What follows belongs to an exercise in optimizing a design on an open flow for small area; a production flow would make more cautious choices.
Function was checked by simulation only, so behaviour that the tests miss may differ from the original.
Power figures rest on the tool's default switching activity, not on a simulated workload.

==> inputs of v27 <==
==> flow/design.v (excerpt) <==
module vlt (
    input clock
  , input reset
  , input important
  , input [8:0] opcode
  , input [9:0] start_ts
  , input [9:0] end_ts
  , input [11:0] prev_vbits
  , output [3:0] iq_shift1
  , output [3:0] iq_shift2
  , output iq_shift1_v
  , output iq_shift2_v
  , output [17:0] iq_vbits
  , output [3:0] rob_shift1
  , output [3:0] rob_shift2
  , output rob_shift1_v
  , output rob_shift2_v
  , output [17:0] rob_vbits
  , output [3:0] lq_shift1
  , output [3:0] lq_shift2
  , output lq_shift1_v
  , output lq_shift2_v
  , output [17:0] lq_vbits
  , output [3:0] sq_shift1
  , output [3:0] sq_shift2
  , output sq_shift1_v
  , output sq_shift2_v
  , output [17:0] sq_vbits
  , output [3:0] instbuff_shift1
  , output [3:0] instbuff_shift2
  , output instbuff_shift1_v
  , output instbuff_shift2_v
  , output [17:0] instbuff_vbits
  , input [11:0] total_qvbits0
  , input [11:0] total_qvbits1
  , input [11:0] total_qvbits2
  , input [11:0] total_qvbits3
  , input [9:0] rf_vbits_adj
  , input rf_vbits_adj_mode
  , input [11:0] total_sq_vbits
  , input [31:0] rf_live_vector
  , input [31:0] rf_kill_vector
  ...
clock: 9.0 ns
lec_check: 0
abc_area: 1
cap_margin: 20
core_margin: 2
core_utilization: 40
cts_buf_list: sky130_fd_sc_hd__clkbuf_8
place_density: 0.6
slew_margin: 20
synth_hierarchical: 1
synth_minimum_keep_size: 0
standard.sh (not shown) runs the stock make flow with config.mk's settings and CLKGATE_MAP_FILE= SYNTH_SCRIPT=/design/flow/synth_recipe.tcl, a recipe that flattens the netlist after the stock synthesis.
==> flow/flow/run.sh <==
#!/bin/bash
# Own layout flow: the standard synthesis (standard.sh, unchanged), then the
# combinational cells between the standard synthesis's registers and adder cells are
# re-mapped by ABC for area (remap.tcl), then the standard layout steps.
# Port buffers use sky130_fd_sc_hd__buf_1.
# Logs: synth.log (standard synthesis), remap.log (yosys/ABC re-map), standard.log (the
# layout steps); each ORFS step also keeps its own log under orfs/logs/.
set -euo pipefail
HERE=$(pwd)
R=$HERE/orfs/results/sky130hd/vlt/base
export BUFFER_PORTS_ARGS="-buffer_cell sky130_fd_sc_hd__buf_1"
bash standard.sh $R/1_2_yosys.v > synth.log 2>&1
cp $R/1_2_yosys.v std_1_2_yosys.v
YOSYS=$FLOW_HOME/../tools/install/yosys/bin/yosys
[ -x "$YOSYS" ] || YOSYS=yosys
LIB=$FLOW_HOME/platforms/sky130hd/lib/sky130_fd_sc_hd__tt_025C_1v80.lib
DU=$(grep -o -- "-dont_use [^ ]*" $HERE/orfs/logs/sky130hd/vlt/base/1_2_yosys.log | sort -u | tr '\n' ' ')
printf 'strash\ndch -f\nmap -a\namap\ntopo\nbuffer -c\nupsize -c\ndnsize -c\n' > area.abc
cat > remap.ys <<Y
read_liberty -ignore_miss_func $LIB
read_verilog std_1_2_yosys.v
hierarchy -top $FLOW_TOP
select -module $FLOW_TOP -list
Y
KEEP=$(grep -o "sky130_fd_sc_hd__[a-z0-9_]*" std_1_2_yosys.v | sort -u | grep -E "__(fa|ha|df|sdf|edf|dl|conb)" | tr '\n' ' ')
cat > remap.ys <<Y
read_liberty -ignore_miss_func $LIB
read_verilog std_1_2_yosys.v
hierarchy -top $FLOW_TOP
setattr -mod -set keep_hierarchy 1 $KEEP
flatten
blackbox $KEEP
delete t:\$scopeinfo
opt_clean -purge
tee -o remap_before.txt stat -liberty $LIB
abc -script area.abc -liberty $LIB $DU -constr $HERE/orfs/objects/sky130hd/vlt/base/abc.constr -D 9000
opt_clean -purge
splitnets
opt_clean -purge
hilomap -singleton -hicell sky130_fd_sc_hd__conb_1 HI -locell sky130_fd_sc_hd__conb_1 LO
insbuf -buf sky130_fd_sc_hd__buf_4 A X
opt_clean -purge
tee -o remap_after.txt stat -liberty $LIB
write_verilog -noattr -nohex -nodec -noexpr remap_1_2_yosys.v
Y
$YOSYS -l remap.log -q remap.ys > /dev/null 2>&1
grep -q "^module $FLOW_TOP" remap_1_2_yosys.v
cp remap_1_2_yosys.v $R/1_2_yosys.v
touch $R/1_2_yosys.v
bash standard.sh > standard.log 2>&1
==> v23: changes against v27 <==
==> flow/config.mk (replaced) <==
export PLATFORM = sky130hd
export DESIGN_NAME = vlt
export DESIGN_NICKNAME = vlt
export VERILOG_FILES = /design/flow/design.v
export SDC_FILE = /design/flow/constraint.sdc
export NUM_CORES = 4
export LEC_CHECK = 0
export ABC_AREA = 1
export CAP_MARGIN = 20
export CORE_MARGIN = 2
export CORE_UTILIZATION = 55
export PLACE_DENSITY = 0.7
export SLEW_MARGIN = 20
export SYNTH_HIERARCHICAL = 1
export SYNTH_MINIMUM_KEEP_SIZE = 0
==> v38: changes against v27 <==
--- a/flow/design.v
+++ b/flow/design.v
@@ -488,27 +488,28 @@
 assign cnt_sum[7] = cnt_n55;
 wire cnt_n57, cnt_n58; vha u_cnt_n57 (cnt[8], cnt_n56, cnt_n57, cnt_n58);
 assign cnt_sum[8] = cnt_n57;
 wire cnt_n59, cnt_n60; vha u_cnt_n59 (cnt[9], cnt_n58, cnt_n59, cnt_n60);
 assign cnt_sum[9] = cnt_n59;
 always @(posedge clock) begin
   if (reset) begin
-    prev_r <= 12'd0; cnt <= 10'd0; dur_r <= 10'd0;
+    prev_r <= 12'd0; cnt <= 10'd0;
     iq_cr <= 4'd0;
     rob_cr <= 3'd0;
     lsq_cr <= 3'd0;
     instbuff_cr <= 4'd0;
   end else begin
-    prev_r <= prev_vbits; cnt <= cnt_sum; dur_r <= dur_sum;
+    prev_r <= prev_vbits; cnt <= cnt_sum;
     iq_cr <= iq_c;
     rob_cr <= rob_c;
     lsq_cr <= lsq_c;
     instbuff_cr <= instbuff_c;
   end
 end
+always @(posedge clock) dur_r <= dur_sum;
 assign counter_iq = cnt;
 assign counter_rob = cnt;
 assign counter_lq = cnt;
 assign counter_sq = cnt;
 assign counter_instbuff = cnt;
 wire iq_a1 = (iq_cr == 4'd4) | (iq_cr == 4'd10);
 wire iq_a2 = (iq_cr == 4'd1) | (iq_cr == 4'd8);
--- a/flow/flow/run.sh
+++ b/flow/flow/run.sh
@@ -1,18 +1,21 @@
 #!/bin/bash
 # Own layout flow: the standard synthesis (standard.sh, unchanged), then the
 # combinational cells between the standard synthesis's registers and adder cells are
-# re-mapped by ABC for area (remap.tcl), then the standard layout steps.
-# Port buffers use sky130_fd_sc_hd__buf_1.
+# re-mapped by ABC for area (remap.ys), then the standard layout steps.
+# Port buffers use sky130_fd_sc_hd__buf_1. Timing-driven global placement only uses the
+# resizer virtually (GPL_KEEP_OVERFLOW=0): its buffers and resizes are not kept; the later
+# standard repair steps fix timing.
 # Logs: synth.log (standard synthesis), remap.log (yosys/ABC re-map), standard.log (the
 # layout steps); each ORFS step also keeps its own log under orfs/logs/.
 set -euo pipefail
 HERE=$(pwd)
 R=$HERE/orfs/results/sky130hd/vlt/base
 export BUFFER_PORTS_ARGS="-buffer_cell sky130_fd_sc_hd__buf_1"
+export GPL_KEEP_OVERFLOW=0
 bash standard.sh $R/1_2_yosys.v > synth.log 2>&1
 cp $R/1_2_yosys.v std_1_2_yosys.v
 YOSYS=$FLOW_HOME/../tools/install/yosys/bin/yosys
 [ -x "$YOSYS" ] || YOSYS=yosys
 LIB=$FLOW_HOME/platforms/sky130hd/lib/sky130_fd_sc_hd__tt_025C_1v80.lib
 DU=$(grep -o -- "-dont_use [^ ]*" $HERE/orfs/logs/sky130hd/vlt/base/1_2_yosys.log | sort -u | tr '\n' ' ')
 printf 'strash\ndch -f\nmap -a\namap\ntopo\nbuffer -c\nupsize -c\ndnsize -c\n' > area.abc
--- a/flow/config.mk
+++ b/flow/config.mk
@@ -5,12 +5,12 @@
 export SDC_FILE = /design/flow/constraint.sdc
 export NUM_CORES = 4
 export LEC_CHECK = 0
 export ABC_AREA = 1
 export CAP_MARGIN = 20
 export CORE_MARGIN = 2
 export CORE_UTILIZATION = 40
-export CTS_BUF_LIST = sky130_fd_sc_hd__clkbuf_8
+export GPL_TIMING_DRIVEN = 0
 export PLACE_DENSITY = 0.6
 export SLEW_MARGIN = 20
 export SYNTH_HIERARCHICAL = 1
 export SYNTH_MINIMUM_KEEP_SIZE = 0
==> v37: changes against v27 <==
--- a/flow/design.v
+++ b/flow/design.v
@@ -488,27 +488,28 @@
 assign cnt_sum[7] = cnt_n55;
 wire cnt_n57, cnt_n58; vha u_cnt_n57 (cnt[8], cnt_n56, cnt_n57, cnt_n58);
 assign cnt_sum[8] = cnt_n57;
 wire cnt_n59, cnt_n60; vha u_cnt_n59 (cnt[9], cnt_n58, cnt_n59, cnt_n60);
 assign cnt_sum[9] = cnt_n59;
 always @(posedge clock) begin
   if (reset) begin
-    prev_r <= 12'd0; cnt <= 10'd0; dur_r <= 10'd0;
+    prev_r <= 12'd0; cnt <= 10'd0;
     iq_cr <= 4'd0;
     rob_cr <= 3'd0;
     lsq_cr <= 3'd0;
     instbuff_cr <= 4'd0;
   end else begin
-    prev_r <= prev_vbits; cnt <= cnt_sum; dur_r <= dur_sum;
+    prev_r <= prev_vbits; cnt <= cnt_sum;
     iq_cr <= iq_c;
     rob_cr <= rob_c;
     lsq_cr <= lsq_c;
     instbuff_cr <= instbuff_c;
   end
 end
+always @(posedge clock) dur_r <= dur_sum;
 assign counter_iq = cnt;
 assign counter_rob = cnt;
 assign counter_lq = cnt;
 assign counter_sq = cnt;
 assign counter_instbuff = cnt;
 wire iq_a1 = (iq_cr == 4'd4) | (iq_cr == 4'd10);
 wire iq_a2 = (iq_cr == 4'd1) | (iq_cr == 4'd8);
==> flow/run.sh (new file) <==
#!/bin/bash
# synth_recipe.tcl (not shown) runs the flow's synth.tcl, then flattens the netlist and writes it again
# the make line also repeats each setting of config.mk as NAME=value (left out here)
make -C /OpenROAD-flow-scripts/flow DESIGN_CONFIG=/design/flow/config.mk WORK_HOME=/design/flow/orfs CLKGATE_MAP_FILE= SYNTH_SCRIPT=/design/flow/synth_recipe.tcl finish
--- a/flow/config.mk
+++ b/flow/config.mk
@@ -5,12 +5,11 @@
 export SDC_FILE = /design/flow/constraint.sdc
 export NUM_CORES = 4
 export LEC_CHECK = 0
 export ABC_AREA = 1
 export CAP_MARGIN = 20
 export CORE_MARGIN = 2
 export CORE_UTILIZATION = 40
-export CTS_BUF_LIST = sky130_fd_sc_hd__clkbuf_8
 export PLACE_DENSITY = 0.6
 export SLEW_MARGIN = 20
 export SYNTH_HIERARCHICAL = 1
 export SYNTH_MINIMUM_KEEP_SIZE = 0
removed: flow/flow/run.sh
removed: flow/standard.sh
==> comparison <==
Flip-flop and latch count is the same in v23 and v27.
Sequential share of layout area: v37 < v38 < v27 < v23.
The highest non-clock buffer count belongs to v38, the lowest to v37.
Die area, lowest first: v23, v38, v27, v37.
Against v38, the cell count of v27 is smaller by about 6%.
In design area, v27 and v23 hardly differ.
Against v27, the clock power of v37 is higher by about 37%.
Between v37 and v23, the lower first-iteration DRC count is in v37 (gap about 9%, measured against v23).

-- static timing again, ports no longer ideal --
Ports are ideal in the flow. The routed layouts listed here were re-timed in OpenROAD.
Step 1: set_driving_cell puts a clkbuf_16 on clock and a buf_2 on each other input, an assumption about the parent block.
Step 2 also shifts input and output timing later by t, the mid clock arrival at the registers, as if the neighbouring blocks saw the same clock.
a / b / c = ideal / step 1 / step 2; a / b = the first two.
| run | shift t [ns] | setup slack, ns | worst setup path at the end | worst register clock-pin slew, ns | pins driven straight from the clock port |
|---|---|---|---|---|---|
| v27 | 0.418 | 0.259 / 0.236 / -0.139 | input to register | 0.12 / 0.12 | 1 |
| v23 | 0.398 | 0.227 / 0.223 / -0.145 | input to register | 0.08 / 0.08 | 1 |
| v38 | 0.398 | 0.231 / 0.224 / -0.139 | input to register | 0.09 / 0.09 | 1 |
| v37 | 0.412 | 0.263 / 0.213 / -0.120 | input to register | 0.08 / 0.08 | 1 |
Met with ideal ports but missed after step 2: setup timing in every run listed. The setup slack of v27, which loses most, moves by -0.023 ns with the drivers and by -0.398 ns with both steps.
